Source: an optimization exercise on an open RTL-to-GDS flow (aim: small area). Production flows keep margins and buffers that such runs may drop. Only simulation tests tie the RTL to the original design; equivalence was not proved. Power and IR drop assume default switching activity.

run A:
Design top, start of the top module:
module  top(
        input                   clk                     ,
        input                   s_rst_n                 ,
        input                   key1                    ,
        input                   key2                    ,
        input                   key3                    ,
        output  wire            led                     ,
        output  wire            rs                      ,
        output  wire            rw                      ,
        output  wire            en                      ,
        output  wire            on                      ,
        output  wire  [ 7: 0]   data
);
For scale: about 580 cells after synthesis.
Settings: LEC_CHECK=0, CAP_MARGIN=20, CORE_MARGIN=2, CORE_UTILIZATION=70, SLEW_MARGIN=20, SYNTH_HIERARCHICAL=1; clock period 20.0 ns.
standard.sh (not shown) runs the stock make flow with config.mk's settings and CLKGATE_MAP_FILE= SYNTH_SCRIPT=/design/flow/synth_recipe.tcl, a recipe that flattens the netlist after the stock synthesis.
==> flow/flow/run.sh <==
#!/bin/bash
# Layout flow: the standard synthesis, then the combinational logic
# between the registers is mapped again with area-oriented ABC scripts
# (registers, their names and cell types are kept as synthesis made them;
# each new netlist must be fully mapped and is proved equivalent to the
# standard one, register pins taken as cut points; the smallest is used),
# then the standard layout from floorplan to finish.
set -euo pipefail
R=orfs/results/sky130hd/top/base
LIB=$FLOW_HOME/platforms/sky130hd/lib/sky130_fd_sc_hd__tt_025C_1v80.lib
DONTUSE=$(sed 's/^/-dont_use /' flow/dont_use.txt | tr '\n' ' ')

# 1. standard synthesis
bash standard.sh synth > log_1_standard_synth.log 2>&1

# 2. re-map the combinational logic
cp $R/1_2_yosys.v netlist_standard.v
best=""; best_area=""
for abc in flow/abc_s*.abc; do
  s=$(basename $abc .abc)
  sed -e "s#@LIB@#$LIB#g" -e "s#@ABC@#$PWD/$abc#g" -e "s#@DONTUSE@#$DONTUSE#g" \
      -e "s#@OUT@#netlist_$s.v#g" -e "s#@STAT@#stat_$s.txt#g" flow/remap.ys > remap_$s.ys
  if ! timeout 600 yosys -l log_2_remap_$s.log -q remap_$s.ys > /dev/null 2>&1; then continue; fi
  [[ -s netlist_$s.v ]] || continue
  # fully mapped: no generic cells left
  if grep -q '\$_' stat_$s.txt; then echo "$s: not mapped" >> log_2_choice.log; continue; fi
  std_ff=$(grep -c "sky130_fd_sc_hd__d[f]" netlist_standard.v || true)
  new_ff=$(grep -c "sky130_fd_sc_hd__d[f]" netlist_$s.v || true)
  if [[ "$std_ff" != "$new_ff" ]]; then echo "$s: registers $new_ff vs $std_ff" >> log_2_choice.log; continue; fi
  sed -e "s#@LIB@#$LIB#g" -e "s#@GOLD@#netlist_standard.v#g" -e "s#@GATE@#netlist_$s.v#g" flow/check.ys > check_$s.ys
  if ! timeout 600 yosys -l log_2_check_$s.log -q check_$s.ys > /dev/null 2>&1; then echo "$s: not proved equivalent" >> log_2_choice.log; continue; fi
  grep -q "SUCCESS" log_2_check_$s.log || { echo "$s: no proof" >> log_2_choice.log; continue; }
  a=$(grep "Chip area" stat_$s.txt | awk '{print $NF}')
  echo "$s: area $a, equivalent" >> log_2_choice.log
  if [[ -z "$best" ]] || awk -v a="$a" -v b="$best_area" 'BEGIN{exit !(a<b)}'; then best=$s; best_area=$a; fi
done
if [[ -n "$best" ]]; then
  echo "using $best ($best_area)" >> log_2_choice.log
  sleep 1
  cp netlist_$best.v $R/1_2_yosys.v
  touch $R/1_2_yosys.v
else
  echo "using the standard netlist" >> log_2_choice.log
fi

# 3. standard layout on the new netlist
# flow/make_args.txt: one more make variable per line for these steps
args=()
if [[ -f flow/make_args.txt ]]; then
  while IFS= read -r line; do [[ -n "$line" ]] && args+=("$line"); done < flow/make_args.txt
fi
bash standard.sh "${args[@]}" finish > log_3_standard_finish.log 2>&1
==> flow/flow/make_args.txt <==
BUFFER_PORTS_ARGS=-buffer_cell sky130_fd_sc_hd__buf_1
CTS_ARGS=-sink_clustering_enable -repair_clock_nets -dont_use_dummy_load -buf_list sky130_fd_sc_hd__clkbuf_16 -sink_clustering_size 100 -sink_clustering_max_diameter 300 -sink_buffer_max_cap_derate 1.0
Other scripts of this flow, unchanged in this note and not shown: flow/flow/abc_s1.abc, flow/flow/abc_s2.abc, flow/flow/abc_s3.abc, flow/flow/abc_s4.abc, flow/flow/abc_s5.abc, flow/flow/check.ys, flow/flow/dont_use.txt, flow/flow/remap.ys
Looking at the reports, run A completed the entire flow and the layout it produced met the timing, DRC and antenna checks.
> inputs changed (run A -> run B)
==> flow/flow/make_args.txt <==
BUFFER_PORTS_ARGS=-buffer_cell sky130_fd_sc_hd__buf_1
CTS_ARGS=-sink_clustering_enable -repair_clock_nets -dont_use_dummy_load
==> results.txt <==
In the reports for run A and run B, the smaller peak supply drop belongs to run A.
Compared with run A, in run B total power decreased about 11%; portion of the clock cycle consumed by the worst path in the final layout essentially unchanged; global-route usage over all layers decreased 0.58 points.
Comparing the two runs side by side, run B comes out ahead of run A on first-pass GRT wire length.
Inputs modified between run B and run C:
==> flow/flow/make_args.txt <==
BUFFER_PORTS_ARGS=-buffer_cell sky130_fd_sc_hd__buf_1
CTS_ARGS=-repair_clock_nets -dont_use_dummy_load -buf_list sky130_fd_sc_hd__clkbuf_16 -sink_buffer_max_cap_derate 1.0
Findings:
Run C finished every stage and its layout cleared the timing, DRC and antenna checks. Compared with run B, the detailed router inserted more vias in run C. Wire: run C routes more than run B. Looking at clock power across run C and run B, the one that comes out lower is run B. Total power delta (run C − run B): unfavourable. As far as clock buffer count in the final layout goes, run B and run C are indistinguishable; the numbers are identical. Run C vs. run B: area growth from synthesis to layout went up; half-perimeter wire length after detailed placement comparable; count of instances resized after the clock tree is built now sits at about the same level; logic gate share of total power fell by 0.3 points; register-to-register setup slack saw a decrease. Against run B, run C comes in 2.4% higher on static leakage.
For run D, these inputs were changed with respect to run C:
==> flow/flow/abc_s6.abc (new file) <==
strash
&get -n
&st
&dch -f
&nf -a -R 1000
&put
strash
&get -n
&st
&dch -f
&nf -a -R 1000
&put
strash
&get -n
&st
&dch -f
&nf -a -R 1000
&put
strash
&get -n
&st
&dch -f
&nf -a -R 1000
&put
strash
&get -n
&st
&dch -f
&nf -a -R 1000
&put
strash
&get -n
&st
&dch -f
&nf -a -R 1000
&put
strash
&get -n
&st
&dch -f
&nf -a -R 1000
&put
strash
&get -n
&st
&dch -f
&nf -a -R 1000
&put
strash
&get -n
&st
&dch -f
&nf -a -R 1000
&put
strash
&get -n
&st
&dch -f
&nf -a -R 1000
&put
==> flow/flow/abc_s7.abc (new file) <==
strash
&get -n
&st
&dch -f
&nf -a -R 1000
&put
strash
&get -n
&st
&dch -f
&nf -a -R 1000
&put
strash
&get -n
&st
&dch -f
&nf -a -R 1000
&put
strash
&get -n
&st
&dch -f
&nf -a -R 1000
&put
strash
&get -n
&st
&dch -f
&nf -a -R 1000
&put
strash
&get -n
&st
&dch -f
&nf -a -R 1000
&put
strash
&get -n
&st
&dch -f
&nf -a -R 1000
&put
strash
&get -n
&st
&dch -f
&nf -a -R 1000
&put
strash
&get -n
&st
&dch -f
&nf -a -R 1000
&put
strash
&get -n
&st
&dch -f
&nf -a -R 1000
&put
strash
&get -n
&st
&dch -f
&nf -a -R 1000
&put
strash
&get -n
&st
&dch -f
&nf -a -R 1000
&put
strash
&get -n
&st
&dch -f
&nf -a -R 1000
&put
strash
&get -n
&st
&dch -f
&nf -a -R 1000
&put
strash
&get -n
&st
&dch -f
&nf -a -R 1000
&put
==> flow/flow/abc_s8.abc (new file) <==
strash
&get -n
&st
&dch
&nf -a -R 1000
&put
strash
&get -n
&st
&dch
&nf -a -R 1000
&put
strash
&get -n
&st
&dch
&nf -a -R 1000
&put
strash
&get -n
&st
&dch
&nf -a -R 1000
&put
strash
&get -n
&st
&dch
&nf -a -R 1000
&put
strash
&get -n
&st
&dch
&nf -a -R 1000
&put
strash
&get -n
&st
&dch
&nf -a -R 1000
&put
strash
&get -n
&st
&dch
&nf -a -R 1000
&put
strash
&get -n
&st
&dch
&nf -a -R 1000
&put
strash
&get -n
&st
&dch
&nf -a -R 1000
&put
==> flow/flow/make_args.txt <==
BUFFER_PORTS_ARGS=-buffer_cell sky130_fd_sc_hd__buf_1
CTS_ARGS=-sink_clustering_enable -repair_clock_nets -dont_use_dummy_load
### Flow results
- Wire length ends up lower on run D.
- Per the comparison of run D with run C, last weighted congestion value of the routability-driven placer now sits higher, design area now smaller, post-route worst setup slack saw a decrease.


top, a different RTL version from the one above (not shown whole).
For scale: about 580 cells after synthesis, ~5200 um^2 of cells after synthesis.
Settings: LEC_CHECK=0, CAP_MARGIN=20, CORE_MARGIN=2, CORE_UTILIZATION=70, SLEW_MARGIN=20, SYNTH_HIERARCHICAL=1; clock period 20.0 ns.
==> flow/flow/run.sh <==
#!/bin/bash
# Layout flow: the standard synthesis, then the combinational logic
# between the registers is mapped again with an area-oriented ABC script
# (registers, their names and cell types are kept as synthesis made them),
# then the standard layout from floorplan to finish.
set -euo pipefail
R=orfs/results/sky130hd/top/base

# 1. standard synthesis
bash standard.sh synth > log_1_standard_synth.log 2>&1

# 2. re-map the combinational logic
cp $R/1_2_yosys.v netlist_standard.v
sed -e "s#@LIB@#$FLOW_HOME/platforms/sky130hd/lib/sky130_fd_sc_hd__tt_025C_1v80.lib#g" \
    -e "s#@ABC@#$PWD/flow/area.abc#g" \
    -e "s#@DONTUSE@#$(cat flow/dont_use.txt | sed 's/^/-dont_use /' | tr '\n' ' ')#g" \
    flow/remap.ys > remap.ys
yosys -l log_2_remap.log -q remap.ys > log_2_remap.stdout 2>&1
# keep the standard netlist if the new one is not smaller or lost a register
std_ff=$(grep -c "sky130_fd_sc_hd__d[f]" netlist_standard.v || true)
new_ff=$(grep -c "sky130_fd_sc_hd__d[f]" netlist_remapped.v || true)
if [[ "$std_ff" == "$new_ff" ]] && [[ -s netlist_remapped.v ]]; then
  sleep 1
  cp netlist_remapped.v $R/1_2_yosys.v
  touch $R/1_2_yosys.v
else
  echo "remap not used: registers $std_ff vs $new_ff" > log_2_remap_skipped.log
fi

# 3. standard layout on the new netlist
# flow/make_args.txt: one more make variable per line for these steps
args=()
if [[ -f flow/make_args.txt ]]; then
  while IFS= read -r line; do [[ -n "$line" ]] && args+=("$line"); done < flow/make_args.txt
fi
bash standard.sh "${args[@]}" finish > log_3_standard_finish.log 2>&1
==> flow/flow/make_args.txt <==
BUFFER_PORTS_ARGS=-buffer_cell sky130_fd_sc_hd__buf_1
CTS_ARGS=-sink_clustering_enable -repair_clock_nets -dont_use_dummy_load
Other scripts of this flow, unchanged in this note and not shown: flow/flow/area.abc, flow/flow/dont_use.txt, flow/flow/remap.ys
Rerun with:
--- a/flow/flow/run.sh
+++ b/flow/flow/run.sh
@@ -29,8 +29,3 @@
 
 # 3. standard layout on the new netlist
-# flow/make_args.txt: one more make variable per line for these steps
-args=()
-if [[ -f flow/make_args.txt ]]; then
-  while IFS= read -r line; do [[ -n "$line" ]] && args+=("$line"); done < flow/make_args.txt
-fi
-bash standard.sh "${args[@]}" finish > log_3_standard_finish.log 2>&1
+bash standard.sh > log_3_standard_finish.log 2>&1
removed: flow/flow/make_args.txt
The changed run finished with timing, DRC and antenna clean; area after synthesis does not change; clock skew fell by 22 ps; total power rose by 8.8%.
Rerun with:
--- a/flow/flow/run.sh
+++ b/flow/flow/run.sh
@@ -28,4 +28,5 @@
 fi
 
-# 3. standard layout on the new netlist
-bash standard.sh > log_3_standard_finish.log 2>&1
+# 3. standard layout on the new netlist; ports are buffered with the
+# smallest buffer (every port still gets its buffer)
+bash standard.sh "BUFFER_PORTS_ARGS=-buffer_cell sky130_fd_sc_hd__buf_1" finish > log_3_standard_finish.log 2>&1
The changed run ran to the end with no violations.
Count of clock-buffer cells in the layout is unchanged.
Final area decreases slightly.
Utilization decreases by 0.92 points.
Sequential share of layout area rose by 0.53 points.
First-iteration DRC count came out higher slightly.
Clock power climbs by roughly a tenth.
Via count went down slightly.
Power increases by a few percent.
Cell count stays the same.
Rerun with:
--- a/flow/flow/run.sh
+++ b/flow/flow/run.sh
@@ -28,5 +28,9 @@
 fi
 
-# 3. standard layout on the new netlist; ports are buffered with the
-# smallest buffer (every port still gets its buffer)
-bash standard.sh "BUFFER_PORTS_ARGS=-buffer_cell sky130_fd_sc_hd__buf_1" finish > log_3_standard_finish.log 2>&1
+# 3. standard layout on the new netlist
+# flow/make_args.txt: one more make variable per line for these steps
+args=()
+if [[ -f flow/make_args.txt ]]; then
+  while IFS= read -r line; do [[ -n "$line" ]] && args+=("$line"); done < flow/make_args.txt
+fi
+bash standard.sh "${args[@]}" finish > log_3_standard_finish.log 2>&1
==> flow/flow/make_args.txt (new file) <==
BUFFER_PORTS_ARGS=-buffer_cell sky130_fd_sc_hd__buf_1
CTS_ARGS=-sink_clustering_enable -repair_clock_nets -dont_use_dummy_load -buf_list sky130_fd_sc_hd__clkbuf_8 -sink_clustering_size 12
Area after synthesis does not change.
First-iteration DRC count is lower by 5.6%.
Critical path depth is lower by 2.
Flip-flop and latch count stays the same.
Routed wire length is lower by about 2.2%.
Total power is lower by 11%.
Via count is lower by about 1.8%.
Clock skew is higher by 27 ps.
Rerun with:
==> flow/flow/make_args.txt (replaced) <==
BUFFER_PORTS_ARGS=-buffer_cell sky130_fd_sc_hd__buf_1
CTS_ARGS=-sink_clustering_enable -repair_clock_nets -dont_use_dummy_load -buf_list sky130_fd_sc_hd__clkbuf_16 -sink_clustering_size 40
What happened: The new run finished with timing, DRC and antenna clean; clock-buffer cell count stays the same; flip-flop and latch count is unchanged; die area stays the same; power goes up by 13%.

## re-timing with driven ports
How much do the figures lean on ideal ports? The routed layouts below were timed once more, with nothing changed but the port constraints. Step 1 sets driving cells, clkbuf_16 on the clock port and buf_2 on the other inputs (assumed; they add their load-dependent delay and slew). Step 2 times the ports against the registers' clock, not the clock port: input delays grow and output delays shrink by t, the midpoint of the rising clock arrivals with the driver on. Three values: ideal, step 1, step 2; two values: the first two.
run	t (ns)	slack for setup (ns)	cell pins on the clock port's net
run A	0.371	13.279 / 13.243 / 13.615	1
run B	0.390	13.280 / 13.251 / 13.640	1
run C	0.371	13.279 / 13.243 / 13.615	1
run D	0.398	13.011 / 12.978 / 13.376	1
the first run of note 2	0.396	12.729 / 12.694 / 13.091	1
the second run of note 2	0.398	12.291 / 12.260 / 12.658	1
the third run of note 2	0.415	12.732 / 12.698 / 13.113	1
the fourth run of note 2	0.396	12.729 / 12.694 / 13.091	1
the fifth run of note 2	0.385	12.809 / 12.770 / 13.155	1
After both steps setup and hold are still met in every run listed.
